This is an optimization exercise on Yosys and OpenROAD, whose aim is small area, a short achievable clock period and few clock cycles per item, not a production implementation. The RTL was checked by simulation tests, not by an equivalence proof against the original design.

run A:
==> flow/design.v (excerpt) <==
module lwc (
  input  wire        clk,
  input  wire        rst,
  input  wire [31:0] pdi_data,
  input  wire        pdi_valid,
  output wire        pdi_ready,
  input  wire [31:0] sdi_data,
  input  wire        sdi_valid,
  output wire        sdi_ready,
  output wire [31:0] do_data,
  output wire        do_last,
  output wire        do_valid,
  input  wire        do_ready
);
  reg [319:0] st;           
  reg [127:0] key;
  reg [127:0] blk;          
  localparam BT_NONCE = 2'd0, BT_AD = 2'd1, BT_MSG = 2'd2, BT_TAG = 2'd3;
  localparam P_INSTR = 4'd0, P_KEY = 4'd1, P_NHDR = 4'd2, P_NONCE = 4'd3,
             P_AHDR = 4'd4, P_AD = 4'd5, P_APAD = 4'd6, P_MHDR = 4'd7,
             P_MSG = 4'd8, P_MPAD = 4'd9, P_THDR = 4'd10, P_TAG = 4'd11;
  localparam C_IDLE = 2'd0, C_PERM = 2'd1, C_TAG = 2'd2;
  localparam O_IDLE = 3'd0, O_DATA = 3'd1, O_THDR = 3'd2, O_TAG = 3'd3, O_STAT = 3'd4;
  reg        b_rdy;
  reg [1:0]  b_type;
  reg [4:0]  b_n;           
  reg        b_last;        
  reg [1:0]  wc;            
  reg [3:0]  ps;
  reg        p_dec;
  reg [15:0] rem;           
  reg        rle4, req4;    
  reg [2:0]  kcnt;
  reg [1:0]  kq;            
  reg [1:0]  cs;
  reg [3:0]  rnd;
  reg        lrnd;          
  reg        c_init;        
  reg        c_final;       
  reg        dpend;         
  reg [2:0]  os;
  reg        o_dec;
  reg        hdr_pend;
  reg        o_final;
  reg        tag_rdy;
  reg        fail;
  reg [1:0]  o_idx;
  reg [3:0]  obusy;         
  reg [31:0] od;
  reg        ol, ov;
  reg        pr, sr;
  reg [3:0]  wsel;          
  assign do_data   = od;
  assign do_last   = ol;
  assign do_valid  = ov;
  assign pdi_ready = pr;
  assign sdi_ready = sr;
  wire [63:0] x0 = st[319:256], x1 = st[255:192], x2 = st[191:128],
              x3 = st[127:64],  x4 = st[63:0];
  wire [7:0]  rc = {~rnd, rnd};
  wire [63:0] a0 = x0 ^ x4;
  wire [63:0] a2 = x2 ^ x1 ^ {56'd0, rc};
  wire [63:0] a4 = x4 ^ x3;
  wire [63:0] b0 = a0 ^ (~x1 & a2);
  wire [63:0] b1 = x1 ^ (~a2 & x3);
  wire [63:0] b2 = a2 ^ (~x3 & a4);
  wire [63:0] b3 = x3 ^ (~a4 & a0);
  ...
Size in the first run: roughly 110 I/O pins, roughly 0.053 mm² of cells after synthesis.
clock: 6.0 ns
lec_check: 0
cap_margin: 20
core_margin: 2
core_utilization: 50
place_density: 0.7
setup_slack_margin: 3.0
slew_margin: 60
run.sh (not shown) runs the stock make flow with config.mk's settings and CLKGATE_MAP_FILE= SYNTH_SCRIPT=/design/flow/synth_recipe.tcl, a recipe that flattens the netlist after the stock synthesis.
Testbench counts of run A, summed over its fixed seeds: cycles 19,275, bytes 20,910.
Inputs modified between run A and run B:
Settings: CTS_CLUSTER_SIZE now 20, previously not set; CTS_CLUSTER_DIAMETER now 90, previously not set.
Results
As far as average detailed-routed wire length per instance is concerned, run A and run B perform about the same. Run A has a higher via count of the first global-routing pass than run B. Post-layout instance count excluding filler cells, run B vs run A: down slightly. Delta (run B minus run A): layout-stage area growth over the synthesis result moved down; ratio of final minimum period to clock period neither gained nor lost much. The run with more routed wire is run A, not run B.
#### Input delta (run C over run B)
Settings: SLEW_MARGIN changed from 60 to 20.
Notes after the runs:
- Re count of non-filler cells in the finished layout: run C is 1.3% down on run B.
- Run C vs. run B: number of detailed-routing iterations run before antenna repair saw a decrease; smallest setup slack after layout now smaller; total number of sequential cells essentially unchanged; post-CTS setup-driven buffer insertion count rose 2.
- Clock period minus final worst setup slack, run B and run C: smaller value in run B
- Looking at number of antenna cells inserted, run C sits 4 below run B.
### run C -> run D
Settings: CTS_CLUSTER_SIZE: 20 -> unset; CTS_CLUSTER_DIAMETER: 90 -> unset.
==> results.txt <==
Run D has completed all stages; timing, DRC and antenna checks passed. Run D vs run C — core utilization rose 1.2 points. Fmax: run D above run C. Run D against run C: number of levels in the clock H-tree up 1; design area up about 2%; minimum setup slack in the final design up 0.020 ns; synthesized area flat; number of clock-tree buffers in the layout up 70%. Run C -> run D: number of buffers inserted during clock tree synthesis increased by more than half.

build 21:
lwc, a different RTL version from the one above (not shown whole).
For scale: roughly 5800 cells after synthesis, ~110 I/O pins, about 54000 um2 of cells after synthesis.
## lwc
module lwc (
  input  wire        clk,
  input  wire        rst,
  input  wire [31:0] pdi_data,
  input  wire        pdi_valid,
  output wire        pdi_ready,
  input  wire [31:0] sdi_data,
  input  wire        sdi_valid,
  output wire        sdi_ready,
  output wire [31:0] do_data,
  output wire        do_last,
  output wire        do_valid,
  input  wire        do_ready
);
  reg [319:0] st;           
  reg [127:0] key;
  reg [127:0] blk;          
  localparam BT_NONCE = 2'd0, BT_AD = 2'd1, BT_MSG = 2'd2, BT_TAG = 2'd3;
  localparam P_INSTR = 4'd0, P_KEY = 4'd1, P_NHDR = 4'd2, P_NONCE = 4'd3,
             P_AHDR = 4'd4, P_AD = 4'd5, P_APAD = 4'd6, P_MHDR = 4'd7,
             P_MSG = 4'd8, P_MPAD = 4'd9, P_THDR = 4'd10, P_TAG = 4'd11;
  localparam C_IDLE = 2'd0, C_PERM = 2'd1, C_TAG = 2'd2;
  localparam O_IDLE = 3'd0, O_DATA = 3'd1, O_THDR = 3'd2, O_TAG = 3'd3, O_STAT = 3'd4;
  reg        b_rdy;
  reg [1:0]  b_type;
  reg [4:0]  b_n;           
  reg        b_last;        
  reg [1:0]  wc;            
  reg [3:0]  ps;
  reg        p_dec;
  reg [15:0] rem;           
  reg        rle4, req4;    
  reg [2:0]  kcnt;
  reg [1:0]  kq;            
  reg [1:0]  cs;
  reg [3:0]  rnd;
  reg        lrnd;          
  reg        c_init;        
  reg        c_final;       
  reg        dpend;         
  reg [2:0]  os;
  reg        o_dec;
  reg        hdr_pend;
  reg        o_final;
  reg        tag_rdy;
  reg [3:0]  fpart;         
  wire       fail = |fpart;
  reg [1:0]  o_idx;
  reg [3:0]  obusy;         
  reg [1:0]  o_li, o_pb;    
  reg [31:0] od;
  reg        ol, ov;
  reg        pr, sr;
  reg [3:0]  wsel;          
  assign do_data   = od;
  assign do_last   = ol;
  assign do_valid  = ov;
  assign pdi_ready = pr;
  assign sdi_ready = sr;
  ...
Settings: LEC_CHECK=0, CAP_MARGIN=20, CORE_MARGIN=2, CORE_UTILIZATION=50, PLACE_DENSITY=0.7, SETUP_SLACK_MARGIN=3.0, SLEW_MARGIN=20; clock period 6.0 ns.
Testbench counts of build 21, summed over its fixed seeds: cycles 19,275, bytes 20,910.
--- input diff build 21..build 53 ---
- SLEW_MARGIN: 20 -> 60
Notes after the runs:
From build 21 to build 53 the numbers moved as follows: number of fill cells now sits lower; final design area excluding fillers now sits higher; met1 track demand over resource now sits higher. After synthesis and placement, the instance count of build 53 is above that of build 21. Diff build 53..build 21 | CTS clock-pin slew for the worst setup and hold paths | negligible. Wire length across build 21 and build 53: no real change. Build 53 reports a higher via count than build 21 does. Build 53: post-route clock period utilization 1.0 points below build 21.
diff inputs: build 53 => build 50
- SLEW_MARGIN now 20, was 60
- SETUP_SLACK_MARGIN now 3.3, was 3.0
==> comparison <==
Status: clock transition at the registers of the reported paths parity (build 53, build 50)
From build 53 to build 50 the numbers moved as follows: post-cts sizing count has increased, clock net sink count about even.

Setup of juniper:
Another version of the RTL of lwc (not shown whole).
For scale: ~5700 cells after synthesis, ~720 flip-flops.
==> flow/config.mk <==
export PLATFORM = sky130hd
export DESIGN_NAME = lwc
export DESIGN_NICKNAME = lwc
export VERILOG_FILES = /design/flow/design.v
export SDC_FILE = /design/flow/constraint.sdc
export NUM_CORES = 4
export LEC_CHECK = 0
export CAP_MARGIN = 20
export CORE_MARGIN = 2
export CORE_UTILIZATION = 50
export CTS_CLUSTER_DIAMETER = 90
export CTS_CLUSTER_SIZE = 20
export PLACE_DENSITY = 0.7
export SETUP_SLACK_MARGIN = 3.0
export SLEW_MARGIN = 20
==> flow/constraint.sdc <==
create_clock -name core_clock -period 6.0 [get_ports {clk}]
set_input_delay 1.2000 -clock core_clock [delete_from_list [all_inputs] [get_ports {clk}]]
set_output_delay 1.2000 -clock core_clock [all_outputs]
set_load 0.01 [all_outputs]
Testbench counts of juniper, summed over its fixed seeds: cycles 19,275, bytes 20,910.
Setup changes, juniper to pepper
Settings: CORE_UTILIZATION now 40, was 50; PLACE_DENSITY now 0.6, was 0.7.
--- outcome ---
- pepper has area growth from synthesis to layout above what juniper had.
- Relative to juniper, global-route wire length before repair increased by 3.8% in pepper.
- Non-clock buffer instance count of the final layout, pepper vs juniper: up by more than 10%
- Final routed wirelength across all metal layers: pepper worse than juniper
- Going from juniper to pepper, final cell count grew by a few percent.
- Area: pepper vs juniper -> pepper larger
- Going from juniper to pepper, clock-buffer cell count rose 2, routed metal-1 wirelength shows an increase of about 14%.
Input-level comparison between zinc and pepper:
Settings: CORE_UTILIZATION: 40 -> 50; PLACE_DENSITY: 0.6 -> 0.7; SETUP_SLACK_MARGIN: 3.0 -> 2.8.
[summary]
Between pepper and zinc, total number of vias increased. Worst-case headroom to the max-slew limit deteriorates in zinc relative to pepper. Total detailed-routing wirelength was higher in pepper than in zinc. Shortest clock period the worst path allows after layout: zinc worse than pepper. zinc vs pepper on number of buffers created by CTS: zinc is the lower one.

lwc again, from the RTL that the note above started with.
clock: 6.0 ns
lec_check: 0
cap_margin: 20
core_margin: 2
core_utilization: 45
cts_cluster_diameter: 90
cts_cluster_size: 20
place_density: 0.65
setup_slack_margin: 3.0
slew_margin: 20
The first run produced a clean layout.
Testbench counts at the start, summed over its fixed seeds: cycles 19,275, bytes 20,910.
Then changed:
CORE_UTILIZATION = 50   (was 45)
PLACE_DENSITY = 0.7   (was 0.65)
SETUP_SLACK_MARGIN = 3.1   (was 3.0)
Effect: Via count rises by 3.7%. Utilization rises by 7.1 points. Clock skew rises by 0.011 ns. Flip-flop and latch count stays the same. Hold slack gains 0.0032 ns. Cell area rises by 2.5%.

## re-timing with driven ports
Ports are ideal in the flow. The routed layouts listed here were re-timed in OpenROAD. Step 1, drivers: a clkbuf_16 drives clk and a buf_2 each remaining input, both assumed. Step 2 times the ports against the registers' clock, not the clock port: input delays grow and output delays shrink by t, the midpoint of the rising clock arrivals with the driver on. Three values: ideal ports, drivers, drivers and shift; two values: the first two.
run | t, ns | setup slack, ns | worst setup path at the end
run A | 0.796 | 2.877 / 2.877 / 2.204 | input to register
run B | 0.766 | 2.876 / 2.876 / 2.295 | input to register
run C | 0.765 | 2.820 / 2.820 / 2.222 | input to register
run D | 0.772 | 2.841 / 2.841 / 2.248 | input to register
build 21 | 0.790 | 2.800 / 2.800 / 2.115 | input to register
build 53 | 0.786 | 2.863 / 2.863 / 2.277 | input to register
build 50 | 0.786 | 2.930 / 2.930 / 2.436 | input to register
juniper | 0.802 | 2.917 / 2.917 / 2.182 | input to register
pepper | 0.793 | 2.798 / 2.798 / 2.316 | input to register
zinc | 0.810 | 2.535 / 2.535 / 2.175 | input to register
the first run of note 4 | 0.780 | 2.812 / 2.812 / 2.351 | input to register
the second run of note 4 | 0.799 | 2.884 / 2.884 / 2.460 | input to register
After both steps every run listed still meets setup and hold. For juniper, which loses most, drivers alone change the setup slack by 0.000 ns; drivers and shift together by -0.735 ns.
